From an optimization exercise on the open Yosys and OpenROAD flow, aimed at small area, a short achievable clock period and few clock cycles; shortcuts taken in it are not production practice.
Where RTL was checked, it was by simulation tests only, not by an equivalence proof against the original.
Only the layout flow was run in run 1; the RTL was not checked for function there.

==> flow/design.v, too long to show whole: its modules and the start of the top module <==
// module goldschmidt_divider_q4_4: 693 lines
module goldschmidt_divider_q4_4 (
    input  wire       clk,
    input  wire       rst_n,
    input  wire       start,
    input  wire [7:0] numerator,
    input  wire [7:0] denominator,
    output wire [7:0] quotient,
    output reg        valid,
    output reg        error
);
  // ...
==> flow/flow/run.sh <==
#!/bin/bash
set -euo pipefail
bash standard.sh MATCH_CELL_FOOTPRINT=0 'BUFFER_PORTS_ARGS=-buffer_cell sky130_fd_sc_hd__buf_2' finish > standard.log 2>&1
==> flow/standard.sh <==
#!/bin/bash
# synth_recipe.tcl (not shown) runs the flow's synth.tcl, then flattens the netlist and writes it again
# the make line also repeats each setting of config.mk as NAME=value (left out here)
make -C /OpenROAD-flow-scripts/flow DESIGN_CONFIG=/design/flow/config.mk WORK_HOME=/design/flow/orfs CLKGATE_MAP_FILE= SYNTH_SCRIPT=/design/flow/synth_recipe.tcl "${@:-finish}"
==> flow/config.mk <==
export PLATFORM = sky130hd
export DESIGN_NAME = goldschmidt_divider_q4_4
export DESIGN_NICKNAME = goldschmidt_divider_q4_4
export VERILOG_FILES = /design/flow/design.v
export SDC_FILE = /design/flow/constraint.sdc
export NUM_CORES = 4
export LEC_CHECK = 0
export ABC_AREA = 1
export CAP_MARGIN = 20
export CORE_MARGIN = 2
export CORE_UTILIZATION = 40
export SETUP_SLACK_MARGIN = 1.5
export SLEW_MARGIN = 20
==> flow/constraint.sdc <==
create_clock -name core_clock -period 8.0 [get_ports {clk}]
set_input_delay 1.6000 -clock core_clock [delete_from_list [all_inputs] [get_ports {clk}]]
set_output_delay 1.6000 -clock core_clock [all_outputs]
set_load 0.01 [all_outputs]
==> results_tabular.tex, run 1 <==
\begin{tabular}{lr}
\hline
Metric & Value \\
\hline
\multicolumn{2}{l}{\textbf{Synth}} \\
Post-synthesis average cell area & 6.86 um\^{}2 \\
Area fraction in compound gates after synthesis & 18.8\% \\
Net Count, Synth & 1510 \\
\multicolumn{2}{l}{\textbf{Final layout}} \\
Number of flip-flops under the largest register name & 15 \\
Final Cell Area & 10500 um\^{}2 \\
Multi-input combinational area share & 65.6\% \\
Leading cell kind & multi-input combinational cells \\
Reg with most FFs & k3 \\
\multicolumn{2}{l}{\textbf{Detailed routing}} \\
Uppermost signal routing layer after detailed routing & met5 \\
Met3 routed WL & 1.21 mm \\
Iter 0 DRT Violations & 677 \\
Vias post-DR & 9190 \\
\multicolumn{2}{l}{\textbf{Floorplanning}} \\
Number of I/O pins & 29 \\
\multicolumn{2}{l}{\textbf{Critical path}} \\
Worst Reg-to-Reg Cells & 32 \\
Number of logic stages on the critical path including buffering & 28 \\
Family of cells with the greatest summed delay on the critical path & compound AO/OA/AOI/OAI gates \\
\multicolumn{2}{l}{\textbf{CTS}} \\
Post-CTS Setup Repair Bufs & 6 \\
Total clock buffers created by CTS & 9 \\
Clock tree from TritonCTS & built \\
CTS sink count & 83 \\
\multicolumn{2}{l}{\textbf{Outcome}} \\
Outcome & finished clean \\
\multicolumn{2}{l}{\textbf{STA}} \\
Hold Violations, Final & 0 \\
Min Hold Slack & 0.327 ns \\
\multicolumn{2}{l}{\textbf{Global routing}} \\
Number of global-route vias before repair & 8719 \\
\hline
\end{tabular}
==> module goldschmidt_divider_q4_4, before the edit <==
module goldschmidt_divider_q4_4 (
    input  wire       clk,
    input  wire       rst_n,
    input  wire       start,
    input  wire [7:0] numerator,
    input  wire [7:0] denominator,
    output wire [7:0] quotient,
    output reg        valid,
    output reg        error
);
    reg busy;
    always @(posedge clk or negedge rst_n) begin
        if (!rst_n) begin
            busy  <= 1'b0;
            valid <= 1'b0;
        end else begin
            busy  <= start;
            valid <= busy;
        end
    end
    wire       sgn0 = numerator[7] ^ denominator[7];
    wire [7:0] nr0  = numerator[7]   ? -numerator   : numerator;
    wire [7:0] dr0  = denominator[7] ? -denominator : denominator;
    reg [2:0] p0, cls0;
    always @(*) begin
        casez (dr0)
            8'b1???????: begin p0 = 3'd7; cls0 = dr0[6:4]; end
            8'b01??????: begin p0 = 3'd6; cls0 = dr0[5:3]; end
            8'b001?????: begin p0 = 3'd5; cls0 = dr0[4:2]; end
            8'b0001????: begin p0 = 3'd4; cls0 = dr0[3:1]; end
            8'b00001???: begin p0 = 3'd3; cls0 = dr0[2:0]; end
            8'b000001??: begin p0 = 3'd2; cls0 = {dr0[1:0], 1'b0}; end
            8'b0000001?: begin p0 = 3'd1; cls0 = {dr0[0], 2'b0}; end
            default:     begin p0 = 3'd0; cls0 = 3'd0; end
        endcase
    end
    reg [4:0] bd0, bd1;
    reg [2:0] bd2;
    always @(*) begin
        case ({nr0[2:0], 1'b0})
            4'b0000:          bd0 = 5'b00000;
            4'b0010:          bd0 = 5'b00001;
            4'b0100:          bd0 = 5'b00010;
            4'b0110:          bd0 = 5'b00100;
            4'b1000:          bd0 = 5'b11000;
            4'b1010:          bd0 = 5'b10100;
            4'b1100:          bd0 = 5'b10010;
            default:          bd0 = 5'b10001;
        endcase
        case (nr0[5:2])
            4'b0000, 4'b1111: bd1 = 5'b00000;
            4'b0001, 4'b0010: bd1 = 5'b00001;
            4'b0011, 4'b0100: bd1 = 5'b00010;
            4'b0101, 4'b0110: bd1 = 5'b00100;
            4'b0111:          bd1 = 5'b01000;
            4'b1000:          bd1 = 5'b11000;
            4'b1001, 4'b1010: bd1 = 5'b10100;
            4'b1011, 4'b1100: bd1 = 5'b10010;
            default:          bd1 = 5'b10001;
        endcase
        bd2 = {1'b0, nr0[7] | (nr0[6] & nr0[5]), ~nr0[7] & (nr0[6] ^ nr0[5])};
    end
    wire [12:0] k1a0 = ({13{cls0 == 3'd0}} & 13'd7224) |
        ({13{cls0 == 3'd1}} & 13'd6783) |
        ({13{cls0 == 3'd2}} & 13'd6240) |
        ({13{cls0 == 3'd3}} & 13'd5840) |
        ({13{cls0 == 3'd4}} & 13'd5328) |
        ({13{cls0 == 3'd5}} & 13'd5004) |
        ({13{cls0 == 3'd6}} & 13'd4658) |
        ({13{cls0 == 3'd7}} & 13'd4369);
    wire [14:0] k3a0 = ({15{cls0 == 3'd0}} & 15'd21672) |
        ({15{cls0 == 3'd1}} & 15'd20349) |
        ({15{cls0 == 3'd2}} & 15'd18720) |
        ({15{cls0 == 3'd3}} & 15'd17520) |
        ({15{cls0 == 3'd4}} & 15'd15984) |
        ({15{cls0 == 3'd5}} & 15'd15012) |
        ({15{cls0 == 3'd6}} & 15'd13974) |
        ({15{cls0 == 3'd7}} & 15'd13107);
    wire [7:0] rom0;
    wire rom_n16, rom_n17, rom_n18, rom_n19, rom_n20, rom_n21, rom_n22,
    rom_n23, rom_n24, rom_n25, rom_n26, rom_n27, rom_n28, rom_n29, rom_n30,
    rom_n31, rom_n32, rom_n33, rom_n34, rom_n35, rom_n36, rom_n37, rom_n38,
    rom_n39, rom_n40, rom_n41, rom_n42, rom_n43, rom_n44, rom_n45, rom_n46,
    rom_n47, rom_n48, rom_n49, rom_n50, rom_n51, rom_n52, rom_n53, rom_n54,
    rom_n55, rom_n56, rom_n57, rom_n58, rom_n59, rom_n60, rom_n61, rom_n62,
    rom_n63, rom_n64, rom_n65, rom_n66, rom_n67, rom_n68, rom_n69, rom_n70,
    rom_n71, rom_n72, rom_n73, rom_n74, rom_n75, rom_n76, rom_n77, rom_n78,
    rom_n79, rom_n80, rom_n81, rom_n82, rom_n83, rom_n84, rom_n85, rom_n86,
    rom_n87, rom_n88, rom_n89, rom_n90, rom_n91, rom_n92, rom_n93, rom_n94,
    rom_n95, rom_n96, rom_n97, rom_n98, rom_n99, rom_n100, rom_n102,
    rom_n103, rom_n104, rom_n105, rom_n106, rom_n107, rom_n108, rom_n109,
    rom_n110, rom_n111, rom_n112, rom_n113, rom_n114, rom_n115, rom_n116,
    rom_n117, rom_n118, rom_n119, rom_n120, rom_n121, rom_n122, rom_n123,
    rom_n124, rom_n125, rom_n126, rom_n127, rom_n128, rom_n129, rom_n130,
    rom_n131, rom_n132, rom_n133, rom_n134, rom_n135, rom_n136, rom_n137,
    rom_n138, rom_n139, rom_n140, rom_n141, rom_n142, rom_n143, rom_n144,
    rom_n145, rom_n146, rom_n147, rom_n148, rom_n149, rom_n150, rom_n151,
    rom_n152, rom_n153, rom_n154, rom_n155, rom_n156, rom_n158, rom_n159,
    rom_n160, rom_n161, rom_n162, rom_n163, rom_n164, rom_n165, rom_n166,
    rom_n167, rom_n168, rom_n169, rom_n170, rom_n171, rom_n172, rom_n173,
    rom_n174, rom_n175, rom_n176, rom_n177, rom_n178, rom_n179, rom_n180,
    rom_n181, rom_n182, rom_n183, rom_n184, rom_n185, rom_n187, rom_n188,
    rom_n189, rom_n190, rom_n191, rom_n192, rom_n193, rom_n194, rom_n195,
    rom_n196, rom_n197, rom_n198, rom_n199, rom_n200, rom_n201, rom_n202,
    rom_n203, rom_n204, rom_n205, rom_n206, rom_n207, rom_n208, rom_n209,
    rom_n210, rom_n211, rom_n212, rom_n213, rom_n214, rom_n215, rom_n216,
    rom_n217, rom_n218, rom_n219, rom_n220, rom_n221, rom_n222, rom_n223,
    rom_n224, rom_n225, rom_n226, rom_n227, rom_n228, rom_n230, rom_n231,
    rom_n232, rom_n233, rom_n234, rom_n235, rom_n236, rom_n237, rom_n238,
    rom_n239, rom_n240, rom_n241, rom_n242, rom_n243, rom_n244, rom_n245,
    rom_n246, rom_n247, rom_n248, rom_n249, rom_n251, rom_n252, rom_n253,
    rom_n254, rom_n255, rom_n256, rom_n257, rom_n258, rom_n259, rom_n260,
    rom_n261, rom_n262, rom_n263, rom_n264, rom_n265, rom_n266, rom_n267,
    rom_n269, rom_n270, rom_n271, rom_n272, rom_n273, rom_n274, rom_n275,
    rom_n276, rom_n277, rom_n278, rom_n279, rom_n280, rom_n281, rom_n282,
    rom_n283, rom_n284, rom_n285, rom_n286, rom_n287, rom_n288, rom_n289,
    rom_n290, rom_n291, rom_n293, rom_n294, rom_n295, rom_n296, rom_n297,
    rom_n298, rom_n299, rom_n300, rom_n301, rom_n302, rom_n303, rom_n304,
    rom_n305, rom_n306, rom_n307, rom_n308, rom_n309, rom_n310, rom_n311,
    rom_n312, rom_n313, rom_n314;
    assign rom_n16 = nr0[1] & nr0[4];
    assign rom_n17 = ~nr0[6] & ~rom_n16;
    assign rom_n18 = nr0[6] & rom_n16;
    assign rom_n19 = nr0[5] & ~nr0[6];
    assign rom_n20 = ~nr0[5] & nr0[6];
    assign rom_n21 = ~rom_n19 & ~rom_n20;
    assign rom_n22 = ~rom_n18 & rom_n21;
    assign rom_n23 = ~rom_n17 & rom_n22;
    assign rom_n24 = nr0[2] & rom_n20;
    assign rom_n25 = ~nr0[1] & ~nr0[4];
    assign rom_n26 = nr0[5] & rom_n25;
    assign rom_n27 = ~rom_n24 & ~rom_n26;
    assign rom_n28 = ~rom_n23 & rom_n27;
    assign rom_n29 = nr0[3] & ~rom_n28;
    assign rom_n30 = ~nr0[2] & rom_n20;
    assign rom_n31 = nr0[1] & ~nr0[2];
    assign rom_n32 = rom_n19 & ~rom_n31;
    assign rom_n33 = ~rom_n30 & ~rom_n32;
    assign rom_n34 = nr0[3] & nr0[6];
    assign rom_n35 = ~rom_n16 & rom_n34;
    assign rom_n36 = rom_n16 & rom_n20;
    assign rom_n37 = ~rom_n35 & ~rom_n36;
    assign rom_n38 = ~rom_n16 & ~rom_n20;
    assign rom_n39 = rom_n37 & ~rom_n38;
    assign rom_n40 = ~rom_n33 & rom_n39;
    assign rom_n41 = nr0[1] & ~nr0[6];
    assign rom_n42 = ~nr0[3] & ~rom_n19;
    assign rom_n43 = ~rom_n16 & rom_n42;
    assign rom_n44 = rom_n41 & rom_n43;
    assign rom_n45 = ~nr0[3] & nr0[4];
    assign rom_n46 = nr0[5] & rom_n45;
    assign rom_n47 = ~nr0[1] & ~nr0[2];
    assign rom_n48 = nr0[5] & nr0[6];
    assign rom_n49 = rom_n47 & rom_n48;
    assign rom_n50 = ~rom_n46 & rom_n49;
    assign rom_n51 = nr0[1] & nr0[2];
    assign rom_n52 = ~nr0[3] & ~nr0[6];
    assign rom_n53 = nr0[4] & rom_n52;
    assign rom_n54 = ~rom_n51 & rom_n53;
    assign rom_n55 = rom_n46 & ~rom_n47;
    assign rom_n56 = ~rom_n54 & ~rom_n55;
    assign rom_n57 = ~rom_n50 & rom_n56;
    assign rom_n58 = ~rom_n44 & rom_n57;
    assign rom_n59 = ~rom_n40 & rom_n58;
    assign rom_n60 = ~rom_n29 & rom_n59;
    assign rom_n61 = ~nr0[0] & nr0[1];
    assign rom_n62 = ~nr0[0] & nr0[4];
    assign rom_n63 = ~rom_n19 & rom_n62;
    assign rom_n64 = ~rom_n61 & ~rom_n63;
    assign rom_n65 = ~rom_n18 & ~rom_n64;
    assign rom_n66 = nr0[1] & ~rom_n62;
    assign rom_n67 = ~rom_n20 & ~rom_n41;
    assign rom_n68 = ~rom_n66 & rom_n67;
    assign rom_n69 = nr0[0] & ~nr0[3];
    assign rom_n70 = ~rom_n21 & rom_n69;
    assign rom_n71 = nr0[3] & ~nr0[4];
    assign rom_n72 = rom_n20 & rom_n71;
    assign rom_n73 = ~nr0[0] & ~nr0[5];
    assign rom_n74 = nr0[3] & rom_n73;
    assign rom_n75 = ~rom_n72 & ~rom_n74;
    assign rom_n76 = ~rom_n70 & rom_n75;
    assign rom_n77 = ~rom_n68 & rom_n76;
    assign rom_n78 = nr0[2] & ~rom_n77;
    assign rom_n79 = rom_n19 & rom_n71;
    assign rom_n80 = nr0[0] & nr0[4];
    assign rom_n81 = ~rom_n19 & rom_n80;
    assign rom_n82 = ~nr0[1] & ~rom_n45;
    assign rom_n83 = ~rom_n81 & rom_n82;
    assign rom_n84 = ~rom_n79 & rom_n83;
    assign rom_n85 = rom_n78 & ~rom_n84;
    assign rom_n86 = ~rom_n65 & ~rom_n85;
    assign rom_n87 = nr0[0] & ~nr0[6];
    assign rom_n88 = ~rom_n86 & ~rom_n87;
    assign rom_n89 = ~rom_n60 & rom_n88;
    assign rom_n90 = ~nr0[6] & rom_n85;
    assign rom_n91 = nr0[0] & rom_n60;
    assign rom_n92 = ~rom_n90 & rom_n91;
    assign rom_n93 = ~rom_n89 & ~rom_n92;
    assign rom_n94 = nr0[2] & rom_n19;
    assign rom_n95 = ~rom_n20 & ~rom_n94;
    assign rom_n96 = ~rom_n34 & ~rom_n52;
    assign rom_n97 = ~nr0[2] & rom_n96;
    assign rom_n98 = rom_n95 & ~rom_n97;
    assign rom_n99 = ~nr0[0] & rom_n25;
    assign rom_n100 = ~rom_n98 & rom_n99;
    assign rom0[0] = ~rom_n93 | rom_n100;
    assign rom_n102 = ~rom_n16 & ~rom_n25;
    assign rom_n103 = nr0[5] & rom_n80;
    assign rom_n104 = ~nr0[6] & ~rom_n103;
    assign rom_n105 = rom_n102 & rom_n104;
    assign rom_n106 = ~rom_n85 & rom_n105;
    assign rom_n107 = ~rom_n20 & ~rom_n106;
    assign rom_n108 = ~rom_n93 & rom_n107;
    assign rom_n109 = nr0[4] & ~rom_n108;
    assign rom_n110 = rom_n19 & rom_n47;
    assign rom_n111 = nr0[2] & nr0[6];
    assign rom_n112 = ~rom_n20 & ~rom_n111;
    assign rom_n113 = nr0[1] & ~nr0[5];
    assign rom_n114 = ~rom_n112 & ~rom_n113;
    assign rom_n115 = ~rom_n110 & ~rom_n114;
    assign rom_n116 = rom_n69 & ~rom_n115;
    assign rom_n117 = ~nr0[2] & ~nr0[5];
    assign rom_n118 = nr0[0] & ~nr0[1];
    assign rom_n119 = ~rom_n61 & ~rom_n118;
    assign rom_n120 = rom_n117 & rom_n119;
    assign rom_n121 = rom_n34 & ~rom_n118;
    assign rom_n122 = rom_n112 & rom_n121;
    assign rom_n123 = ~rom_n120 & ~rom_n122;
    assign rom_n124 = ~nr0[3] & rom_n61;
    assign rom_n125 = rom_n20 & rom_n124;
    assign rom_n126 = rom_n51 & rom_n74;
    assign rom_n127 = ~rom_n125 & ~rom_n126;
    assign rom_n128 = rom_n123 & rom_n127;
    assign rom_n129 = ~nr0[3] & rom_n118;
    assign rom_n130 = ~rom_n61 & rom_n94;
    assign rom_n131 = ~rom_n129 & rom_n130;
    assign rom_n132 = ~nr0[0] & nr0[5];
    assign rom_n133 = rom_n31 & rom_n132;
    assign rom_n134 = nr0[2] & rom_n118;
    assign rom_n135 = rom_n21 & rom_n134;
    assign rom_n136 = ~rom_n133 & ~rom_n135;
    assign rom_n137 = ~rom_n131 & rom_n136;
    assign rom_n138 = rom_n128 & rom_n137;
    assign rom_n139 = ~rom_n116 & rom_n138;
    assign rom_n140 = rom_n109 & rom_n139;
    assign rom_n141 = ~nr0[1] & nr0[4];
    assign rom_n142 = nr0[4] & ~nr0[5];
    assign rom_n143 = ~rom_n45 & ~rom_n142;
    assign rom_n144 = rom_n141 & rom_n143;
    assign rom_n145 = rom_n87 & rom_n144;
    assign rom_n146 = rom_n37 & ~rom_n145;
    assign rom_n147 = rom_n16 & ~rom_n78;
    assign rom_n148 = ~rom_n146 & ~rom_n147;
    assign rom_n149 = ~nr0[0] & ~rom_n37;
    assign rom_n150 = ~nr0[2] & ~rom_n149;
    assign rom_n151 = ~rom_n148 & ~rom_n150;
    assign rom_n152 = ~nr0[3] & ~nr0[5];
    assign rom_n153 = ~rom_n151 & rom_n152;
    assign rom_n154 = ~rom_n108 & rom_n153;
    assign rom_n155 = ~rom_n109 & ~rom_n139;
    assign rom_n156 = ~rom_n154 & ~rom_n155;
    assign rom0[1] = ~rom_n140 & rom_n156;
    assign rom_n158 = ~nr0[3] & rom_n25;
    assign rom_n159 = rom_n132 & rom_n158;
    assign rom_n160 = nr0[3] & rom_n25;
    assign rom_n161 = rom_n21 & rom_n160;
    assign rom_n162 = rom_n20 & rom_n118;
    assign rom_n163 = ~rom_n161 & ~rom_n162;
    assign rom_n164 = ~rom_n159 & rom_n163;
    assign rom_n165 = ~rom_n145 & rom_n164;
    assign rom_n166 = ~nr0[2] & ~rom_n165;
    assign rom_n167 = rom_n17 & ~rom_n46;
    assign rom_n168 = ~rom_n96 & ~rom_n167;
    assign rom_n169 = ~nr0[5] & ~nr0[6];
    assign rom_n170 = rom_n158 & rom_n169;
    assign rom_n171 = ~rom_n168 & ~rom_n170;
    assign rom_n172 = rom_n98 & rom_n142;
    assign rom_n173 = rom_n171 & rom_n172;
    assign rom_n174 = ~rom_n85 & ~rom_n173;
    assign rom_n175 = ~rom_n166 & rom_n174;
    assign rom_n176 = ~rom_n51 & rom0[1];
    assign rom_n177 = ~nr0[2] & rom_n25;
    assign rom_n178 = ~rom_n24 & ~rom_n177;
    assign rom_n179 = rom_n43 & rom_n178;
    assign rom_n180 = ~rom_n176 & rom_n179;
    assign rom_n181 = rom_n175 & ~rom_n180;
    assign rom_n182 = rom_n19 & rom_n31;
    assign rom_n183 = ~rom_n155 & rom_n182;
    assign rom_n184 = rom_n30 & rom_n62;
    assign rom_n185 = ~rom_n183 & ~rom_n184;
    assign rom0[2] = ~rom_n181 | ~rom_n185;
    assign rom_n187 = rom_n20 & ~rom_n181;
    assign rom_n188 = rom_n45 & ~rom_n168;
    assign rom_n189 = ~nr0[2] & ~rom_n80;
    assign rom_n190 = rom_n119 & rom_n189;
    assign rom_n191 = nr0[2] & nr0[4];
    assign rom_n192 = ~nr0[5] & ~rom_n191;
    assign rom_n193 = ~rom_n190 & ~rom_n192;
    assign rom_n194 = ~nr0[3] & nr0[6];
    assign rom_n195 = ~nr0[4] & ~rom_n194;
    assign rom_n196 = ~rom_n160 & rom_n195;
    assign rom_n197 = rom_n193 & rom_n196;
    assign rom_n198 = ~rom_n188 & ~rom_n197;
    assign rom_n199 = nr0[6] & rom_n193;
    assign rom_n200 = nr0[3] & ~rom_n199;
    assign rom_n201 = nr0[5] & rom_n66;
    assign rom_n202 = rom_n104 & ~rom_n201;
    assign rom_n203 = ~rom_n85 & ~rom_n202;
    assign rom_n204 = ~nr0[1] & rom_n73;
    assign rom_n205 = ~nr0[0] & rom_n85;
    assign rom_n206 = ~rom_n204 & ~rom_n205;
    assign rom_n207 = ~rom_n203 & rom_n206;
    assign rom_n208 = rom_n200 & ~rom_n207;
    assign rom_n209 = ~rom_n198 & ~rom_n208;
    assign rom_n210 = nr0[4] & rom_n33;
    assign rom_n211 = nr0[3] & ~rom_n210;
    assign rom_n212 = ~rom_n197 & rom_n211;
    assign rom_n213 = ~rom_n166 & rom_n212;
    assign rom_n214 = ~rom_n209 & ~rom_n213;
    assign rom_n215 = ~rom_n187 & rom_n214;
    assign rom_n216 = rom_n30 & rom_n45;
    assign rom_n217 = ~nr0[0] & ~rom_n72;
    assign rom_n218 = ~rom_n216 & rom_n217;
    assign rom_n219 = ~rom_n215 & ~rom_n218;
    assign rom_n220 = rom_n42 & ~rom_n195;
    assign rom_n221 = rom0[0] & rom_n220;
    assign rom_n222 = ~nr0[0] & ~rom_n221;
    assign rom_n223 = rom_n215 & rom_n222;
    assign rom_n224 = ~rom_n219 & ~rom_n223;
    assign rom_n225 = rom_n16 & ~rom_n21;
    assign rom_n226 = nr0[0] & ~rom_n38;
    assign rom_n227 = ~rom_n225 & rom_n226;
    assign rom_n228 = ~rom_n214 & rom_n227;
    assign rom0[3] = rom_n224 | rom_n228;
    assign rom_n230 = nr0[2] & ~nr0[4];
    assign rom_n231 = ~rom_n151 & ~rom_n230;
    assign rom_n232 = nr0[0] & rom_n48;
    assign rom_n233 = ~nr0[6] & ~rom_n71;
    assign rom_n234 = ~rom_n141 & rom_n233;
    assign rom_n235 = ~rom_n232 & ~rom_n234;
    assign rom_n236 = ~rom_n131 & ~rom_n235;
    assign rom_n237 = ~rom_n224 & rom_n236;
    assign rom_n238 = ~rom_n166 & ~rom_n224;
    assign rom_n239 = ~rom_n52 & ~rom_n113;
    assign rom_n240 = rom_n102 & rom_n239;
    assign rom_n241 = rom_n171 & ~rom_n240;
    assign rom_n242 = ~rom_n238 & rom_n241;
    assign rom_n243 = ~rom_n237 & ~rom_n242;
    assign rom_n244 = ~rom_n231 & ~rom_n243;
    assign rom_n245 = ~nr0[2] & nr0[4];
    assign rom_n246 = ~rom_n146 & rom_n245;
    assign rom_n247 = ~rom0[1] & rom_n246;
    assign rom_n248 = rom_n231 & ~rom_n247;
    assign rom_n249 = rom_n243 & rom_n248;
    assign rom0[4] = rom_n244 | rom_n249;
    assign rom_n251 = rom_n169 & rom_n177;
    assign rom_n252 = ~rom_n111 & ~rom_n251;
    assign rom_n253 = ~nr0[0] & ~rom_n252;
    assign rom_n254 = rom_n52 & rom_n189;
    assign rom_n255 = ~nr0[5] & rom_n158;
    assign rom_n256 = ~rom_n144 & ~rom_n255;
    assign rom_n257 = ~rom_n254 & rom_n256;
    assign rom_n258 = ~rom_n253 & ~rom_n257;
    assign rom_n259 = nr0[5] & ~rom_n102;
    assign rom_n260 = ~rom_n80 & ~rom_n259;
    assign rom_n261 = rom0[1] & ~rom_n260;
    assign rom_n262 = ~rom_n192 & rom_n194;
    assign rom_n263 = ~rom_n261 & rom_n262;
    assign rom_n264 = ~rom_n173 & ~rom_n208;
    assign rom_n265 = ~rom_n263 & rom_n264;
    assign rom_n266 = nr0[4] & rom_n204;
    assign rom_n267 = ~rom_n265 & ~rom_n266;
    assign rom0[5] = rom_n258 | rom_n267;
    assign rom_n269 = nr0[0] & nr0[2];
    assign rom_n270 = ~nr0[0] & ~nr0[2];
    assign rom_n271 = rom_n20 & ~rom_n270;
    assign rom_n272 = ~rom_n269 & rom_n271;
    assign rom_n273 = rom_n16 & ~rom_n272;
    assign rom_n274 = ~rom_n237 & rom_n273;
    assign rom_n275 = ~nr0[1] & nr0[5];
    assign rom_n276 = ~rom_n191 & rom_n275;
    assign rom_n277 = ~rom_n93 & rom_n276;
    assign rom_n278 = rom_n21 & ~rom_n117;
    assign rom_n279 = ~rom_n69 & ~rom_n278;
    assign rom_n280 = rom_n69 & rom_n95;
    assign rom_n281 = rom_n25 & ~rom_n280;
    assign rom_n282 = ~rom_n279 & rom_n281;
    assign rom_n283 = ~rom_n277 & ~rom_n282;
    assign rom_n284 = ~rom_n274 & rom_n283;
    assign rom_n285 = ~rom_n200 & ~rom_n284;
    assign rom_n286 = nr0[1] & ~rom_n142;
    assign rom_n287 = nr0[6] & ~rom_n286;
    assign rom_n288 = ~rom_n20 & rom_n286;
    assign rom_n289 = ~rom_n287 & ~rom_n288;
    assign rom_n290 = ~rom_n265 & rom_n289;
    assign rom_n291 = ~rom_n106 & ~rom_n290;
    assign rom0[6] = rom_n285 | ~rom_n291;
    assign rom_n293 = ~nr0[1] & rom_n175;
    assign rom_n294 = nr0[0] & ~rom_n293;
    assign rom_n295 = rom_n175 & rom_n200;
    assign rom_n296 = ~rom_n294 & ~rom_n295;
    assign rom_n297 = ~rom_n277 & rom_n296;
    assign rom_n298 = rom_n106 & rom_n208;
    assign rom_n299 = ~nr0[1] & rom_n34;
    assign rom_n300 = rom_n143 & ~rom_n299;
    assign rom_n301 = nr0[2] & ~rom_n45;
    assign rom_n302 = ~rom_n300 & ~rom_n301;
    assign rom_n303 = ~rom_n72 & ~rom_n302;
    assign rom_n304 = ~rom_n298 & rom_n303;
    assign rom_n305 = ~rom_n297 & rom_n304;
    assign rom_n306 = nr0[1] & rom_n34;
    assign rom_n307 = ~rom_n141 & ~rom_n306;
    assign rom_n308 = rom0[2] & rom_n307;
    assign rom_n309 = ~nr0[0] & ~rom_n308;
    assign rom_n310 = ~rom_n305 & ~rom_n309;
    assign rom_n311 = rom_n47 & rom_n52;
    assign rom_n312 = rom_n300 & ~rom_n311;
    assign rom_n313 = ~rom_n208 & rom_n312;
    assign rom_n314 = rom_n309 & rom_n313;
    assign rom0[7] = rom_n310 | rom_n314;
    wire dz0   = (denominator == 8'd0);
    wire eq0   = (nr0 == dr0);
    wire d160  = (dr0 == 8'h10) & nr0[7];
    wire d1280 = (denominator == 8'h80);
    reg [7:0] spec0;
    always @(*) begin
        if (dz0)       spec0 = 8'h00;
        else if (eq0)  spec0 = 8'h10;
        else if (d160) spec0 = 8'h80;
        else           spec0 = rom0;
    end
    reg [4:0]  bdg0, bdg1;
    reg [2:0]  bdg2;
    reg [2:0]  pa, cls;
    reg [11:0] k1r;
    reg [14:0] k3;
    reg        sgna, dza, usespa;
    reg [7:0]  speca;
    always @(posedge clk) begin
        bdg0   <= bd0;
        bdg1   <= bd1;
        bdg2   <= bd2;
        pa     <= p0;
        cls    <= cls0;
        k1r    <= k1a0[11:0];
        k3     <= k3a0;
        sgna   <= sgn0;
        dza    <= dz0;
        usespa <= dz0 | eq0 | d160 | d1280;
        speca  <= spec0;
    end
    wire [12:0] k1 = {1'b1, k1r};
    wire       bs0 = bdg0[4], bs1 = bdg1[4];
    wire [4:1] bm0 = bdg0[3:0], bm1 = bdg1[3:0];
    wire [4:1] bm2 = {2'b00, bdg2[1:0]};
    wire m1_1;
    wire m1_2;
    wire m1_3;
    wire m1_4;
    wire m1_5;
    wire m1_6;
    wire m1_7;
    wire m1_8;
    wire m1_9;
    wire m1_10;
    wire m1_11;
    wire m1_12;
    wire m1_13;
    wire m1_14;
    wire m1_15;
    wire m1_16;
    wire m1_17;
    wire m1_18;
    wire m1_19;
    wire m1_20;
    wire m1_21;
    wire m1_22;
    wire m1_23;
    wire m1_24;
    wire m1_25;
    wire m1_26;
    wire m1_27;
    wire m1_28;
    wire m1_29;
    wire m1_30;
    wire m1_31;
    wire m1_32;
    wire m1_33;
    wire m1_34;
    assign m1_1 = bs1 ^ (bs0 ^ ((bm0[1] & k1[3]) | (bm0[2] & k1[2]) | (bm0[3] & k3[3]) | (bm0[4] & k1[1])));
    assign m1_2 = bs1 & (bs0 ^ ((bm0[1] & k1[3]) | (bm0[2] & k1[2]) | (bm0[3] & k3[3]) | (bm0[4] & k1[1])));
    assign m1_3 = (bs0 ^ ((bm0[1] & k1[4]) | (bm0[2] & k1[3]) | (bm0[3] & k3[4]) | (bm0[4] & k1[2]))) ^ (bs1 ^ ((bm1[1] & k1[1]) | (bm1[2] & k1[0]) | (bm1[3] & k3[1])));
    assign m1_4 = (bs0 ^ ((bm0[1] & k1[4]) | (bm0[2] & k1[3]) | (bm0[3] & k3[4]) | (bm0[4] & k1[2]))) & (bs1 ^ ((bm1[1] & k1[1]) | (bm1[2] & k1[0]) | (bm1[3] & k3[1])));
    assign m1_5 = (bs0 ^ ((bm0[1] & k1[5]) | (bm0[2] & k1[4]) | (bm0[3] & k3[5]) | (bm0[4] & k1[3]))) ^ (bs1 ^ ((bm1[1] & k1[2]) | (bm1[2] & k1[1]) | (bm1[3] & k3[2]) | (bm1[4] & k1[0])));
    assign m1_6 = (bs0 ^ ((bm0[1] & k1[5]) | (bm0[2] & k1[4]) | (bm0[3] & k3[5]) | (bm0[4] & k1[3]))) & (bs1 ^ ((bm1[1] & k1[2]) | (bm1[2] & k1[1]) | (bm1[3] & k3[2]) | (bm1[4] & k1[0])));
    assign m1_7 = (bs0 ^ ((bm0[1] & k1[6]) | (bm0[2] & k1[5]) | (bm0[3] & k3[6]) | (bm0[4] & k1[4]))) ^ (bs1 ^ ((bm1[1] & k1[3]) | (bm1[2] & k1[2]) | (bm1[3] & k3[3]) | (bm1[4] & k1[1]))) ^ ((bm2[1] & k1[0]));
    assign m1_8 = ((bs0 ^ ((bm0[1] & k1[6]) | (bm0[2] & k1[5]) | (bm0[3] & k3[6]) | (bm0[4] & k1[4]))) & (bs1 ^ ((bm1[1] & k1[3]) | (bm1[2] & k1[2]) | (bm1[3] & k3[3]) | (bm1[4] & k1[1])))) | ((bs0 ^ ((bm0[1] & k1[6]) | (bm0[2] & k1[5]) | (bm0[3] & k3[6]) | (bm0[4] & k1[4]))) & ((bm2[1] & k1[0]))) | ((bs1 ^ ((bm1[1] & k1[3]) | (bm1[2] & k1[2]) | (bm1[3] & k3[3]) | (bm1[4] & k1[1]))) & ((bm2[1] & k1[0])));
    assign m1_9 = (bs0 ^ ((bm0[1] & k1[7]) | (bm0[2] & k1[6]) | (bm0[3] & k3[7]) | (bm0[4] & k1[5]))) ^ (bs1 ^ ((bm1[1] & k1[4]) | (bm1[2] & k1[3]) | (bm1[3] & k3[4]) | (bm1[4] & k1[2]))) ^ ((bm2[1] & k1[1]) | (bm2[2] & k1[0]));
    assign m1_10 = ((bs0 ^ ((bm0[1] & k1[7]) | (bm0[2] & k1[6]) | (bm0[3] & k3[7]) | (bm0[4] & k1[5]))) & (bs1 ^ ((bm1[1] & k1[4]) | (bm1[2] & k1[3]) | (bm1[3] & k3[4]) | (bm1[4] & k1[2])))) | ((bs0 ^ ((bm0[1] & k1[7]) | (bm0[2] & k1[6]) | (bm0[3] & k3[7]) | (bm0[4] & k1[5]))) & ((bm2[1] & k1[1]) | (bm2[2] & k1[0]))) | ((bs1 ^ ((bm1[1] & k1[4]) | (bm1[2] & k1[3]) | (bm1[3] & k3[4]) | (bm1[4] & k1[2]))) & ((bm2[1] & k1[1]) | (bm2[2] & k1[0])));
    assign m1_11 = (bs0 ^ ((bm0[1] & k1[8]) | (bm0[2] & k1[7]) | (bm0[3] & k3[8]) | (bm0[4] & k1[6]))) ^ (bs1 ^ ((bm1[1] & k1[5]) | (bm1[2] & k1[4]) | (bm1[3] & k3[5]) | (bm1[4] & k1[3]))) ^ ((bm2[1] & k1[2]) | (bm2[2] & k1[1]));
    assign m1_12 = ((bs0 ^ ((bm0[1] & k1[8]) | (bm0[2] & k1[7]) | (bm0[3] & k3[8]) | (bm0[4] & k1[6]))) & (bs1 ^ ((bm1[1] & k1[5]) | (bm1[2] & k1[4]) | (bm1[3] & k3[5]) | (bm1[4] & k1[3])))) | ((bs0 ^ ((bm0[1] & k1[8]) | (bm0[2] & k1[7]) | (bm0[3] & k3[8]) | (bm0[4] & k1[6]))) & ((bm2[1] & k1[2]) | (bm2[2] & k1[1]))) | ((bs1 ^ ((bm1[1] & k1[5]) | (bm1[2] & k1[4]) | (bm1[3] & k3[5]) | (bm1[4] & k1[3]))) & ((bm2[1] & k1[2]) | (bm2[2] & k1[1])));
    assign m1_13 = (bs0 ^ ((bm0[1] & k1[9]) | (bm0[2] & k1[8]) | (bm0[3] & k3[9]) | (bm0[4] & k1[7]))) ^ (bs1 ^ ((bm1[1] & k1[6]) | (bm1[2] & k1[5]) | (bm1[3] & k3[6]) | (bm1[4] & k1[4]))) ^ ((bm2[1] & k1[3]) | (bm2[2] & k1[2]));
    assign m1_14 = ((bs0 ^ ((bm0[1] & k1[9]) | (bm0[2] & k1[8]) | (bm0[3] & k3[9]) | (bm0[4] & k1[7]))) & (bs1 ^ ((bm1[1] & k1[6]) | (bm1[2] & k1[5]) | (bm1[3] & k3[6]) | (bm1[4] & k1[4])))) | ((bs0 ^ ((bm0[1] & k1[9]) | (bm0[2] & k1[8]) | (bm0[3] & k3[9]) | (bm0[4] & k1[7]))) & ((bm2[1] & k1[3]) | (bm2[2] & k1[2]))) | ((bs1 ^ ((bm1[1] & k1[6]) | (bm1[2] & k1[5]) | (bm1[3] & k3[6]) | (bm1[4] & k1[4]))) & ((bm2[1] & k1[3]) | (bm2[2] & k1[2])));
    assign m1_15 = (bs0 ^ ((bm0[1] & k1[10]) | (bm0[2] & k1[9]) | (bm0[3] & k3[10]) | (bm0[4] & k1[8]))) ^ (bs1 ^ ((bm1[1] & k1[7]) | (bm1[2] & k1[6]) | (bm1[3] & k3[7]) | (bm1[4] & k1[5]))) ^ ((bm2[1] & k1[4]) | (bm2[2] & k1[3]));
    assign m1_16 = ((bs0 ^ ((bm0[1] & k1[10]) | (bm0[2] & k1[9]) | (bm0[3] & k3[10]) | (bm0[4] & k1[8]))) & (bs1 ^ ((bm1[1] & k1[7]) | (bm1[2] & k1[6]) | (bm1[3] & k3[7]) | (bm1[4] & k1[5])))) | ((bs0 ^ ((bm0[1] & k1[10]) | (bm0[2] & k1[9]) | (bm0[3] & k3[10]) | (bm0[4] & k1[8]))) & ((bm2[1] & k1[4]) | (bm2[2] & k1[3]))) | ((bs1 ^ ((bm1[1] & k1[7]) | (bm1[2] & k1[6]) | (bm1[3] & k3[7]) | (bm1[4] & k1[5]))) & ((bm2[1] & k1[4]) | (bm2[2] & k1[3])));
    assign m1_17 = (bs0 ^ ((bm0[1] & k1[11]) | (bm0[2] & k1[10]) | (bm0[3] & k3[11]) | (bm0[4] & k1[9]))) ^ (bs1 ^ ((bm1[1] & k1[8]) | (bm1[2] & k1[7]) | (bm1[3] & k3[8]) | (bm1[4] & k1[6]))) ^ ((bm2[1] & k1[5]) | (bm2[2] & k1[4]));
    assign m1_18 = ((bs0 ^ ((bm0[1] & k1[11]) | (bm0[2] & k1[10]) | (bm0[3] & k3[11]) | (bm0[4] & k1[9]))) & (bs1 ^ ((bm1[1] & k1[8]) | (bm1[2] & k1[7]) | (bm1[3] & k3[8]) | (bm1[4] & k1[6])))) | ((bs0 ^ ((bm0[1] & k1[11]) | (bm0[2] & k1[10]) | (bm0[3] & k3[11]) | (bm0[4] & k1[9]))) & ((bm2[1] & k1[5]) | (bm2[2] & k1[4]))) | ((bs1 ^ ((bm1[1] & k1[8]) | (bm1[2] & k1[7]) | (bm1[3] & k3[8]) | (bm1[4] & k1[6]))) & ((bm2[1] & k1[5]) | (bm2[2] & k1[4])));
    assign m1_19 = (bs0 ^ ((bm0[1] & k1[12]) | (bm0[2] & k1[11]) | (bm0[3] & k3[12]) | (bm0[4] & k1[10]))) ^ (bs1 ^ ((bm1[1] & k1[9]) | (bm1[2] & k1[8]) | (bm1[3] & k3[9]) | (bm1[4] & k1[7]))) ^ ((bm2[1] & k1[6]) | (bm2[2] & k1[5]));
    assign m1_20 = ((bs0 ^ ((bm0[1] & k1[12]) | (bm0[2] & k1[11]) | (bm0[3] & k3[12]) | (bm0[4] & k1[10]))) & (bs1 ^ ((bm1[1] & k1[9]) | (bm1[2] & k1[8]) | (bm1[3] & k3[9]) | (bm1[4] & k1[7])))) | ((bs0 ^ ((bm0[1] & k1[12]) | (bm0[2] & k1[11]) | (bm0[3] & k3[12]) | (bm0[4] & k1[10]))) & ((bm2[1] & k1[6]) | (bm2[2] & k1[5]))) | ((bs1 ^ ((bm1[1] & k1[9]) | (bm1[2] & k1[8]) | (bm1[3] & k3[9]) | (bm1[4] & k1[7]))) & ((bm2[1] & k1[6]) | (bm2[2] & k1[5])));
    assign m1_21 = (bs0 ^ ((bm0[2] & k1[12]) | (bm0[3] & k3[13]) | (bm0[4] & k1[11]))) ^ (bs1 ^ ((bm1[1] & k1[10]) | (bm1[2] & k1[9]) | (bm1[3] & k3[10]) | (bm1[4] & k1[8]))) ^ ((bm2[1] & k1[7]) | (bm2[2] & k1[6]));
    assign m1_22 = ((bs0 ^ ((bm0[2] & k1[12]) | (bm0[3] & k3[13]) | (bm0[4] & k1[11]))) & (bs1 ^ ((bm1[1] & k1[10]) | (bm1[2] & k1[9]) | (bm1[3] & k3[10]) | (bm1[4] & k1[8])))) | ((bs0 ^ ((bm0[2] & k1[12]) | (bm0[3] & k3[13]) | (bm0[4] & k1[11]))) & ((bm2[1] & k1[7]) | (bm2[2] & k1[6]))) | ((bs1 ^ ((bm1[1] & k1[10]) | (bm1[2] & k1[9]) | (bm1[3] & k3[10]) | (bm1[4] & k1[8]))) & ((bm2[1] & k1[7]) | (bm2[2] & k1[6])));
    assign m1_23 = (bs0 ^ ((bm0[3] & k3[14]) | (bm0[4] & k1[12]))) ^ (bs1 ^ ((bm1[1] & k1[11]) | (bm1[2] & k1[10]) | (bm1[3] & k3[11]) | (bm1[4] & k1[9]))) ^ ((bm2[1] & k1[8]) | (bm2[2] & k1[7]));
    assign m1_24 = ((bs0 ^ ((bm0[3] & k3[14]) | (bm0[4] & k1[12]))) & (bs1 ^ ((bm1[1] & k1[11]) | (bm1[2] & k1[10]) | (bm1[3] & k3[11]) | (bm1[4] & k1[9])))) | ((bs0 ^ ((bm0[3] & k3[14]) | (bm0[4] & k1[12]))) & ((bm2[1] & k1[8]) | (bm2[2] & k1[7]))) | ((bs1 ^ ((bm1[1] & k1[11]) | (bm1[2] & k1[10]) | (bm1[3] & k3[11]) | (bm1[4] & k1[9]))) & ((bm2[1] & k1[8]) | (bm2[2] & k1[7])));
    assign m1_25 = bs0 ^ (bs1 ^ ((bm1[1] & k1[12]) | (bm1[2] & k1[11]) | (bm1[3] & k3[12]) | (bm1[4] & k1[10]))) ^ ((bm2[1] & k1[9]) | (bm2[2] & k1[8]));
    assign m1_26 = (bs0 & (bs1 ^ ((bm1[1] & k1[12]) | (bm1[2] & k1[11]) | (bm1[3] & k3[12]) | (bm1[4] & k1[10])))) | (bs0 & ((bm2[1] & k1[9]) | (bm2[2] & k1[8]))) | ((bs1 ^ ((bm1[1] & k1[12]) | (bm1[2] & k1[11]) | (bm1[3] & k3[12]) | (bm1[4] & k1[10]))) & ((bm2[1] & k1[9]) | (bm2[2] & k1[8])));
    assign m1_27 = bs0 ^ (bs1 ^ ((bm1[2] & k1[12]) | (bm1[3] & k3[13]) | (bm1[4] & k1[11]))) ^ ((bm2[1] & k1[10]) | (bm2[2] & k1[9]));
    assign m1_28 = (bs0 & (bs1 ^ ((bm1[2] & k1[12]) | (bm1[3] & k3[13]) | (bm1[4] & k1[11])))) | (bs0 & ((bm2[1] & k1[10]) | (bm2[2] & k1[9]))) | ((bs1 ^ ((bm1[2] & k1[12]) | (bm1[3] & k3[13]) | (bm1[4] & k1[11]))) & ((bm2[1] & k1[10]) | (bm2[2] & k1[9])));
    assign m1_29 = bs0 ^ (bs1 ^ ((bm1[3] & k3[14]) | (bm1[4] & k1[12]))) ^ ((bm2[1] & k1[11]) | (bm2[2] & k1[10]));
    assign m1_30 = (bs0 & (bs1 ^ ((bm1[3] & k3[14]) | (bm1[4] & k1[12])))) | (bs0 & ((bm2[1] & k1[11]) | (bm2[2] & k1[10]))) | ((bs1 ^ ((bm1[3] & k3[14]) | (bm1[4] & k1[12]))) & ((bm2[1] & k1[11]) | (bm2[2] & k1[10])));
    assign m1_31 = ~bs0 ^ ~bs1 ^ ((bm2[1] & k1[12]) | (bm2[2] & k1[11]));
    assign m1_32 = (~bs0 & ~bs1) | (~bs0 & ((bm2[1] & k1[12]) | (bm2[2] & k1[11]))) | (~bs1 & ((bm2[1] & k1[12]) | (bm2[2] & k1[11])));
    assign m1_33 = 1'b1 ^ ((bm2[2] & k1[12]));
    assign m1_34 = 1'b1 & ((bm2[2] & k1[12]));
    wire [19:0] x_a = {m1_33, m1_31, m1_29, m1_27, m1_25, m1_23, m1_21, m1_19, m1_17, m1_15, m1_13, m1_11, m1_9, m1_7, m1_5, m1_3, m1_1, (bs0 ^ ((bm0[1] & k1[2]) | (bm0[2] & k1[1]) | (bm0[3] & k3[2]) | (bm0[4] & k1[0]))), (bs0 ^ ((bm0[1] & k1[1]) | (bm0[2] & k1[0]) | (bm0[3] & k3[1]))), bs0};
    wire [19:0] x_b = {m1_32, m1_30, m1_28, m1_26, m1_24, m1_22, m1_20, m1_18, m1_16, m1_14, m1_12, m1_10, m1_8, m1_6, m1_4, m1_2, (bs1 ^ ((bm1[1] & k1[0]) | (bm1[3] & k3[0]))), 1'b0, 1'b0, (bs0 ^ ((bm0[1] & k1[0]) | (bm0[3] & k3[0])))};
    wire [19:0] x  = x_a + x_b;
    wire [11:0] n2 = x[19:8];
    wire [1:0] s3 = ({2{cls == 3'd1}} & 2'd1) |
        ({2{cls == 3'd2}} & 2'd2) |
        ({2{cls == 3'd3}} & 2'd2) |
        ({2{cls == 3'd4}} & 2'd2) |
        ({2{cls == 3'd5}} & 2'd2) |
        ({2{cls == 3'd6}} & 2'd2) |
        ({2{cls == 3'd7}} & 2'd2);
    wire [1:0] es = ({2{cls == 3'd0}} & 2'd1) |
        ({2{cls == 3'd2}} & 2'd2) |
        ({2{cls == 3'd4}} & 2'd1);
    wire [2:0] e1 = ({3{cls == 3'd0}} & 3'd1) |
        ({3{cls == 3'd1}} & 3'd4) |
        ({3{cls == 3'd2}} & 3'd7) |
        ({3{cls == 3'd3}} & 3'd2) |
        ({3{cls == 3'd4}} & 3'd1) |
        ({3{cls == 3'd7}} & 3'd1);
    wire [2:0] e2 = ({3{cls == 3'd0}} & 3'd4) |
        ({3{cls == 3'd1}} & 3'd1) |
        ({3{cls == 3'd3}} & 3'd1) |
        ({3{cls == 3'd4}} & 3'd2) |
        ({3{cls == 3'd5}} & 3'd1) |
        ({3{cls == 3'd6}} & 3'd1);
    wire [19:0] c2 = ({20{cls == 3'd0}} & 20'd1040385) |
        ({20{cls == 3'd2}} & 20'd1015812) |
        ({20{cls == 3'd4}} & 20'd1040385);
    wire es_0 = es[0], es_1 = es[1];
    wire e1_0 = e1[0], e1_1 = e1[1], e1_2 = e1[2];
    wire e2_0 = e2[0], e2_1 = e2[1], e2_2 = e2[2];
    wire m2_1;
    wire m2_2;
    wire m2_3;
    wire m2_4;
    wire m2_5;
    wire m2_6;
    wire m2_7;
    wire m2_8;
    wire m2_9;
    wire m2_10;
    wire m2_11;
    wire m2_12;
    wire m2_13;
    wire m2_14;
    wire m2_15;
    wire m2_16;
    wire m2_17;
    wire m2_18;
    wire m2_19;
    wire m2_20;
    wire m2_21;
    wire m2_22;
    wire m2_23;
    wire m2_24;
    wire m2_25;
    wire m2_26;
    wire m2_27;
    wire m2_28;
    wire m2_29;
    wire m2_30;
    wire m2_31;
    wire m2_32;
    wire m2_33;
    wire m2_34;
    wire m2_35;
    wire m2_36;
    wire m2_37;
    wire m2_38;
    wire m2_39;
    wire m2_40;
    wire m2_41;
    wire m2_42;
    wire m2_43;
    wire m2_44;
    wire m2_45;
    wire m2_46;
    wire m2_47;
    wire m2_48;
    wire m2_49;
    wire m2_50;
    wire m2_51;
    wire m2_52;
    wire m2_53;
    wire m2_54;
    assign m2_1 = n2[0] ^ (es_0 ^ ((e1_0 & n2[8]) | (e2_0 & n2[7])));
    assign m2_2 = n2[0] & (es_0 ^ ((e1_0 & n2[8]) | (e2_0 & n2[7])));
    assign m2_3 = n2[1] ^ (es_0 ^ ((e1_0 & n2[9]) | (e2_0 & n2[8]))) ^ (es_1 ^ ((e1_1 & n2[7]) | (e2_1 & n2[6])));
    assign m2_4 = (n2[1] & (es_0 ^ ((e1_0 & n2[9]) | (e2_0 & n2[8])))) | (n2[1] & (es_1 ^ ((e1_1 & n2[7]) | (e2_1 & n2[6])))) | ((es_0 ^ ((e1_0 & n2[9]) | (e2_0 & n2[8]))) & (es_1 ^ ((e1_1 & n2[7]) | (e2_1 & n2[6]))));
    assign m2_5 = n2[2] ^ (es_0 ^ ((e1_0 & n2[10]) | (e2_0 & n2[9]))) ^ (es_1 ^ ((e1_1 & n2[8]) | (e2_1 & n2[7])));
    assign m2_6 = (n2[2] & (es_0 ^ ((e1_0 & n2[10]) | (e2_0 & n2[9])))) | (n2[2] & (es_1 ^ ((e1_1 & n2[8]) | (e2_1 & n2[7])))) | ((es_0 ^ ((e1_0 & n2[10]) | (e2_0 & n2[9]))) & (es_1 ^ ((e1_1 & n2[8]) | (e2_1 & n2[7]))));
    assign m2_7 = n2[3] ^ (es_0 ^ ((e1_0 & n2[11]) | (e2_0 & n2[10]))) ^ (es_1 ^ ((e1_1 & n2[9]) | (e2_1 & n2[8])));
    assign m2_8 = (n2[3] & (es_0 ^ ((e1_0 & n2[11]) | (e2_0 & n2[10])))) | (n2[3] & (es_1 ^ ((e1_1 & n2[9]) | (e2_1 & n2[8])))) | ((es_0 ^ ((e1_0 & n2[11]) | (e2_0 & n2[10]))) & (es_1 ^ ((e1_1 & n2[9]) | (e2_1 & n2[8]))));
    assign m2_9 = n2[4] ^ (es_0 ^ ((e2_0 & n2[11]))) ^ (es_1 ^ ((e1_1 & n2[10]) | (e2_1 & n2[9])));
    assign m2_10 = (n2[4] & (es_0 ^ ((e2_0 & n2[11])))) | (n2[4] & (es_1 ^ ((e1_1 & n2[10]) | (e2_1 & n2[9])))) | ((es_0 ^ ((e2_0 & n2[11]))) & (es_1 ^ ((e1_1 & n2[10]) | (e2_1 & n2[9]))));
    assign m2_11 = n2[5] ^ c2[13] ^ (es_1 ^ ((e1_1 & n2[11]) | (e2_1 & n2[10])));
    assign m2_12 = (n2[5] & c2[13]) | (n2[5] & (es_1 ^ ((e1_1 & n2[11]) | (e2_1 & n2[10])))) | (c2[13] & (es_1 ^ ((e1_1 & n2[11]) | (e2_1 & n2[10]))));
    assign m2_13 = n2[6] ^ c2[14] ^ (es_1 ^ ((e2_1 & n2[11])));
    assign m2_14 = (n2[6] & c2[14]) | (n2[6] & (es_1 ^ ((e2_1 & n2[11])))) | (c2[14] & (es_1 ^ ((e2_1 & n2[11]))));
    assign m2_15 = n2[7] ^ c2[15];
    assign m2_16 = n2[7] & c2[15];
    assign m2_17 = n2[8] ^ c2[16];
    assign m2_18 = n2[8] & c2[16];
    assign m2_19 = c2[2] ^ (es_0 ^ ((e1_0 & n2[2]) | (e2_0 & n2[1])));
    assign m2_20 = c2[2] & (es_0 ^ ((e1_0 & n2[2]) | (e2_0 & n2[1])));
    assign m2_21 = (es_0 ^ ((e1_0 & n2[3]) | (e2_0 & n2[2]))) ^ (es_1 ^ ((e1_1 & n2[1]) | (e2_1 & n2[0])));
    assign m2_22 = (es_0 ^ ((e1_0 & n2[3]) | (e2_0 & n2[2]))) & (es_1 ^ ((e1_1 & n2[1]) | (e2_1 & n2[0])));
    assign m2_23 = (es_0 ^ ((e1_0 & n2[4]) | (e2_0 & n2[3]))) ^ (es_1 ^ ((e1_1 & n2[2]) | (e2_1 & n2[1]))) ^ ((e1_2 & n2[0]));
    assign m2_24 = ((es_0 ^ ((e1_0 & n2[4]) | (e2_0 & n2[3]))) & (es_1 ^ ((e1_1 & n2[2]) | (e2_1 & n2[1])))) | ((es_0 ^ ((e1_0 & n2[4]) | (e2_0 & n2[3]))) & ((e1_2 & n2[0]))) | ((es_1 ^ ((e1_1 & n2[2]) | (e2_1 & n2[1]))) & ((e1_2 & n2[0])));
    assign m2_25 = (es_0 ^ ((e1_0 & n2[5]) | (e2_0 & n2[4]))) ^ (es_1 ^ ((e1_1 & n2[3]) | (e2_1 & n2[2]))) ^ ((e1_2 & n2[1]) | (e2_2 & n2[0]));
    assign m2_26 = ((es_0 ^ ((e1_0 & n2[5]) | (e2_0 & n2[4]))) & (es_1 ^ ((e1_1 & n2[3]) | (e2_1 & n2[2])))) | ((es_0 ^ ((e1_0 & n2[5]) | (e2_0 & n2[4]))) & ((e1_2 & n2[1]) | (e2_2 & n2[0]))) | ((es_1 ^ ((e1_1 & n2[3]) | (e2_1 & n2[2]))) & ((e1_2 & n2[1]) | (e2_2 & n2[0])));
    assign m2_27 = (es_0 ^ ((e1_0 & n2[6]) | (e2_0 & n2[5]))) ^ (es_1 ^ ((e1_1 & n2[4]) | (e2_1 & n2[3]))) ^ ((e1_2 & n2[2]) | (e2_2 & n2[1]));
    assign m2_28 = ((es_0 ^ ((e1_0 & n2[6]) | (e2_0 & n2[5]))) & (es_1 ^ ((e1_1 & n2[4]) | (e2_1 & n2[3])))) | ((es_0 ^ ((e1_0 & n2[6]) | (e2_0 & n2[5]))) & ((e1_2 & n2[2]) | (e2_2 & n2[1]))) | ((es_1 ^ ((e1_1 & n2[4]) | (e2_1 & n2[3]))) & ((e1_2 & n2[2]) | (e2_2 & n2[1])));
    assign m2_29 = (es_0 ^ ((e1_0 & n2[7]) | (e2_0 & n2[6]))) ^ (es_1 ^ ((e1_1 & n2[5]) | (e2_1 & n2[4]))) ^ ((e1_2 & n2[3]) | (e2_2 & n2[2]));
    assign m2_30 = ((es_0 ^ ((e1_0 & n2[7]) | (e2_0 & n2[6]))) & (es_1 ^ ((e1_1 & n2[5]) | (e2_1 & n2[4])))) | ((es_0 ^ ((e1_0 & n2[7]) | (e2_0 & n2[6]))) & ((e1_2 & n2[3]) | (e2_2 & n2[2]))) | ((es_1 ^ ((e1_1 & n2[5]) | (e2_1 & n2[4]))) & ((e1_2 & n2[3]) | (e2_2 & n2[2])));
    assign m2_31 = (es_1 ^ ((e1_1 & n2[6]) | (e2_1 & n2[5]))) ^ ((e1_2 & n2[4]) | (e2_2 & n2[3])) ^ m2_1;
    assign m2_32 = ((es_1 ^ ((e1_1 & n2[6]) | (e2_1 & n2[5]))) & ((e1_2 & n2[4]) | (e2_2 & n2[3]))) | ((es_1 ^ ((e1_1 & n2[6]) | (e2_1 & n2[5]))) & m2_1) | (((e1_2 & n2[4]) | (e2_2 & n2[3])) & m2_1);
    assign m2_33 = ((e1_2 & n2[5]) | (e2_2 & n2[4])) ^ m2_2 ^ m2_3;
    assign m2_34 = (((e1_2 & n2[5]) | (e2_2 & n2[4])) & m2_2) | (((e1_2 & n2[5]) | (e2_2 & n2[4])) & m2_3) | (m2_2 & m2_3);
    assign m2_35 = ((e1_2 & n2[6]) | (e2_2 & n2[5])) ^ m2_4 ^ m2_5;
    assign m2_36 = (((e1_2 & n2[6]) | (e2_2 & n2[5])) & m2_4) | (((e1_2 & n2[6]) | (e2_2 & n2[5])) & m2_5) | (m2_4 & m2_5);
    assign m2_37 = ((e1_2 & n2[7]) | (e2_2 & n2[6])) ^ m2_6 ^ m2_7;
    assign m2_38 = (((e1_2 & n2[7]) | (e2_2 & n2[6])) & m2_6) | (((e1_2 & n2[7]) | (e2_2 & n2[6])) & m2_7) | (m2_6 & m2_7);
    assign m2_39 = ((e1_2 & n2[8]) | (e2_2 & n2[7])) ^ m2_8 ^ m2_9;
    assign m2_40 = (((e1_2 & n2[8]) | (e2_2 & n2[7])) & m2_8) | (((e1_2 & n2[8]) | (e2_2 & n2[7])) & m2_9) | (m2_8 & m2_9);
    assign m2_41 = ((e1_2 & n2[9]) | (e2_2 & n2[8])) ^ m2_10 ^ m2_11;
    assign m2_42 = (((e1_2 & n2[9]) | (e2_2 & n2[8])) & m2_10) | (((e1_2 & n2[9]) | (e2_2 & n2[8])) & m2_11) | (m2_10 & m2_11);
    assign m2_43 = ((e1_2 & n2[10]) | (e2_2 & n2[9])) ^ m2_12 ^ m2_13;
    assign m2_44 = (((e1_2 & n2[10]) | (e2_2 & n2[9])) & m2_12) | (((e1_2 & n2[10]) | (e2_2 & n2[9])) & m2_13) | (m2_12 & m2_13);
    assign m2_45 = m2_15 ^ ((e1_2 & n2[11]) | (e2_2 & n2[10])) ^ m2_14;
    assign m2_46 = (m2_15 & ((e1_2 & n2[11]) | (e2_2 & n2[10]))) | (m2_15 & m2_14) | (((e1_2 & n2[11]) | (e2_2 & n2[10])) & m2_14);
    assign m2_47 = m2_16 ^ m2_17 ^ ((e2_2 & n2[11]));
    assign m2_48 = (m2_16 & m2_17) | (m2_16 & ((e2_2 & n2[11]))) | (m2_17 & ((e2_2 & n2[11])));
    assign m2_49 = n2[9] ^ c2[17] ^ m2_18;
    assign m2_50 = (n2[9] & c2[17]) | (n2[9] & m2_18) | (c2[17] & m2_18);
    assign m2_51 = n2[10] ^ c2[18];
    assign m2_52 = n2[10] & c2[18];
    assign m2_53 = n2[11] ^ c2[19];
    assign m2_54 = n2[11] & c2[19];
    wire [19:0] y_a = {m2_53, m2_51, m2_49, m2_47, m2_45, m2_43, m2_41, m2_39, m2_37, m2_35, m2_33, m2_31, m2_29, m2_27, m2_25, m2_23, m2_21, m2_19, (es_0 ^ ((e1_0 & n2[1]) | (e2_0 & n2[0]))), c2[0]};
    wire [19:0] y_b = {m2_52, m2_50, m2_48, m2_46, m2_44, m2_42, m2_40, m2_38, m2_36, m2_34, m2_32, m2_30, m2_28, m2_26, m2_24, m2_22, m2_20, (es_1 ^ ((e1_1 & n2[0]))), 1'b0, (es_0 ^ ((e1_0 & n2[0])))};
    wire [14:0] ylo = {1'b0, y_a[13:0]} + {1'b0, y_b[13:0]};
    reg [5:0]  yha, yhb;
    reg [5:0]  n3lo;
    reg        cy, sg;
    reg [2:0]  pb;
    reg [1:0]  sb;
    always @(posedge clk) begin
        {yha, n3lo} <= usespa ? {3'd0, speca, 1'b0} : {y_a[19:14], ylo[13:8]};
        yhb   <= usespa ? 6'd0 : y_b[19:14];
        cy    <= ~usespa & ylo[14];
        pb    <= usespa ? 3'd0 : pa;
        sb    <= usespa ? 2'd3 : s3;
        sg    <= sgna;
        error <= dza;
    end
    wire [6:0]  n3c = {yha, 1'b1} + {yhb, cy};    
    wire [11:0] n3  = {n3c[6:1], n3lo};
    wire [5:0]  n3s = (sb == 2'd0) ? n3[11:6] :
                      (sb == 2'd1) ? {1'b0, n3[11:7]} :
                      (sb == 2'd2) ? {2'b0, n3[11:8]} : 6'd0;
    wire [6:0]  ph = 7'd1 << pb;
    wire [14:0] v = ({3'd0, n3} ^ {15{sg}}) + ({9'd0, n3s} ^ {15{sg}}) +
                    {8'd0, ph} + {14'd0, sg};
    assign quotient = ({8{ph[0]}} & v[8:1])  | ({8{ph[1]}} & v[9:2])  |
                      ({8{ph[2]}} & v[10:3]) | ({8{ph[3]}} & v[11:4]) |
                      ({8{ph[4]}} & v[12:5]) | ({8{ph[5]}} & v[13:6]) |
                      ({8{ph[6]}} & v[14:7]);
endmodule
==> run 2: changes to the inputs <==
--- a/flow/design.v
+++ b/flow/design.v
@@ -683,11 +683,11 @@
     wire [5:0]  n3s = (sb == 2'd0) ? n3[11:6] :
                       (sb == 2'd1) ? {1'b0, n3[11:7]} :
                       (sb == 2'd2) ? {2'b0, n3[11:8]} : 6'd0;
+    wire [12:0] n4  = {1'b0, n3} + {7'd0, n3s};
     wire [6:0]  ph = 7'd1 << pb;
-    wire [14:0] v = ({3'd0, n3} ^ {15{sg}}) + ({9'd0, n3s} ^ {15{sg}}) +
-                    {8'd0, ph} + {14'd0, sg};
-    assign quotient = ({8{ph[0]}} & v[8:1])  | ({8{ph[1]}} & v[9:2])  |
-                      ({8{ph[2]}} & v[10:3]) | ({8{ph[3]}} & v[11:4]) |
-                      ({8{ph[4]}} & v[12:5]) | ({8{ph[5]}} & v[13:6]) |
-                      ({8{ph[6]}} & v[14:7]);
+    wire [8:0]  t = ({9{ph[0]}} & n4[8:0])  | ({9{ph[1]}} & n4[9:1])  |
+                    ({9{ph[2]}} & n4[10:2]) | ({9{ph[3]}} & n4[11:3]) |
+                    ({9{ph[4]}} & n4[12:4]) | ({9{ph[5]}} & {1'b0, n4[12:5]}) |
+                    ({9{ph[6]}} & {2'b0, n4[12:6]});
+    assign quotient = (t[8:1] ^ {8{sg}}) + {7'd0, t[0] ^ sg};
 endmodule
==> flow/flow/run.sh (replaced) <==
#!/bin/bash
# The standard layout (the standard.sh: ORFS synthesis to the final
# layout, unchanged), with two settings changed: timing repair may swap a cell
# for one of another footprint (sky130hd's platform config restricts repair to
# same-footprint sizes), and the buffer put on every input and output port is
# a buf_2 rather than the resizer's default pick. The whole ORFS run's output
# goes to standard.log.
set -euo pipefail
bash standard.sh MATCH_CELL_FOOTPRINT=0 'BUFFER_PORTS_ARGS=-buffer_cell sky130_fd_sc_hd__buf_2' finish > standard.log 2>&1
==> results_tabular.tex, run 2 <==
\begin{tabular}{lr}
\hline
Metric & Value \\
\hline
\multicolumn{2}{l}{\textbf{Outcome}} \\
Outcome & finished clean (unchanged) \\
\multicolumn{2}{l}{\textbf{Critical path}} \\
Stage delay of the slowest cell on the critical path & 0.39 ns (was 0.48 ns) \\
Arrival time worst endpoint & 4.75 ns (was 4.97 ns) \\
Most repeated library cell on the critical path & sky130\_fd\_sc\_hd\_\_nand2\_1 (was sky130\_fd\_sc\_hd\_\_a21oi\_2) \\
Family of cells with the greatest summed delay on the critical path & adder cells (was compound AO/OA/AOI/OAI gates) \\
Maximum fanout encountered on the critical timing path & 5 (unchanged) \\
\multicolumn{2}{l}{\textbf{Detailed routing}} \\
Iter 0 DRT Violations & 848 (was 677) \\
Vias post-DR & 8795 (was 9190) \\
Avg Vias per Cell & 5.43 (was 5.32) \\
\multicolumn{2}{l}{\textbf{Final layout}} \\
Final Cell Area & 10100 um\^{}2 (was 10500 um\^{}2) \\
Number of flip-flops under the largest register name & 15 (unchanged) \\
Reg with most FFs & k3 (unchanged) \\
\multicolumn{2}{l}{\textbf{CTS}} \\
CTS sink count & 83 (unchanged) \\
Clock tree from TritonCTS & built (unchanged) \\
Total clock buffers created by CTS & 9 (unchanged) \\
Clock root buffer & sky130\_fd\_sc\_hd\_\_clkbuf\_16 (unchanged) \\
\multicolumn{2}{l}{\textbf{STA}} \\
TNS Setup & 0 ns (unchanged) \\
Worst-Margin Slew & 0.929 ns (was 0.987 ns) \\
Highest achievable clock rate & 157 MHz (was 152 MHz) \\
Hold Violations, Final & 0 (unchanged) \\
\multicolumn{2}{l}{\textbf{Synth}} \\
Warnings, synthesis & 1 (unchanged) \\
Main flop type after synthesis & sky130\_fd\_sc\_hd\_\_dfxtp\_1 (unchanged) \\
Post-synthesis average cell area & 6.90 um\^{}2 (was 6.86 um\^{}2) \\
Sequential share of the synthesized area & 18.5\% (was 17.8\%) \\
Net Count, Synth & 1433 (was 1510) \\
\multicolumn{2}{l}{\textbf{Floorplanning}} \\
Starting Density & 41.1\% (was 40.5\%) \\
Number of I/O pins & 29 (unchanged) \\
Die Span Y & 154 um (was 157 um) \\
\multicolumn{2}{l}{\textbf{Global routing}} \\
Number of global-route vias before repair & 8346 (was 8719) \\
Antenna violations before repair & 0 (was 1) \\
\hline
\end{tabular}
run 2: cell types whose count changed in the layout (fill, tap and decap cells not counted), moves of 6 or more:
cell / previous run / this run
sky130_fd_sc_hd__o211ai_1: 19 / 12
sky130_fd_sc_hd__inv_2: 15 / 22
sky130_fd_sc_hd__nand4_1: 19 / 10
sky130_fd_sc_hd__nor3_1: 11 / 19
sky130_fd_sc_hd__nand2_1: 282 / 231
sky130_fd_sc_hd__o22ai_1: 49 / 56
sky130_fd_sc_hd__buf_4: 30 / 19
sky130_fd_sc_hd__fa_1: 39 / 33
run 2: what timing repair did:
| item | CTS | global route |
|---|---|---|
| endpoints found under the setup margin | 5 | 13 |
| setup buffers | 0 | 15 |
| resized for setup | 10 | 59 |
| pin swaps | 1 | 22 |
run 2: area by class of cell:
class / count / area, um^2 / share of cell area (%)
flip-flops and latches: 83 / 1680 / 16.6
clock buffers: 10 / 239 / 2.37
inverters: 227 / 860 / 8.52
clock inverters: 6 / 95.1 / 0.943
well taps: 280 / 350 / 3.47
multi-input cells: 965 / 6580 / 65.2
repair buffers: 48 / 294 / 2.91
run 2: cell families after synthesis:
group                    share of synthesized area [%]
buffers and inverters                             11.3
flip-flops                                        18.5
adder cells (fa/ha/maj)                           17.5
XOR/XNOR                                          9.16
AND/OR/NAND/NOR                                   23.6
AO/OA/AOI/OAI                                     19.9
run 2: per-stage QoR:
stage / setup slack (ns) / hold WS [ns]
after global routing: 1.23 / 0.345
after detailed placement: 1.57 / 0.315
final: 1.65 / 0.331
after global placement: 1.58 / 0.312
after floorplan: 2.00 / 0.310
after CTS: 1.53 / 0.331
run 2: layer usage:
layer	share of wire (%)	routed length, um
met5	0	0
met4	2.6	638
met3	5.6	1400
met2	45	11200
met1	47	11600
run 2: worst paths after layout:
kind                                 startpoint         endpoint  slack [ns]  cells past startpoint
worst min-delay path               sgna$_DFF_P_       sg$_DFF_P_        0.33                      0
worst min register to register     sgna$_DFF_P_       sg$_DFF_P_        0.33                      0
worst max-delay path                 cy$_DFF_P_      quotient[6]        1.65                     29
min in group asynchronous                 rst_n  valid$_DFF_PN0_        1.03                      1
max in group asynchronous                 rst_n   busy$_DFF_PN0_        6.87                      1
worst max register to register  bdg0[1]$_DFF_P_  n3lo[5]$_DFF_P_        1.83                     26
Testbench counts of run 2, summed over its fixed seeds: cycles 32,000.

[afterwards: timing with drivers on the ports]
No port has a modelled driver above. Below, the same layouts with a new extraction and two added sets of constraints.
Step 1 sets driving cells, clkbuf_16 on the clock port and buf_2 on the other inputs (assumed; they add their load-dependent delay and slew).
Step 2, shift: input delay + t, output delay - t, t = (earliest + latest rising clock arrival at the registers) / 2. This alone moves slack from input paths to output paths.
Slacks: no drivers / after step 1 / after step 2; pairs: no drivers / after step 1.
run	t, ns	setup WS [ns]	cell pins on the clock port's net
run 1	0.383	1.426 / 1.385 / 1.767	1
run 2	0.382	1.647 / 1.606 / 1.828	1
After both steps setup and hold are still met in every run listed.
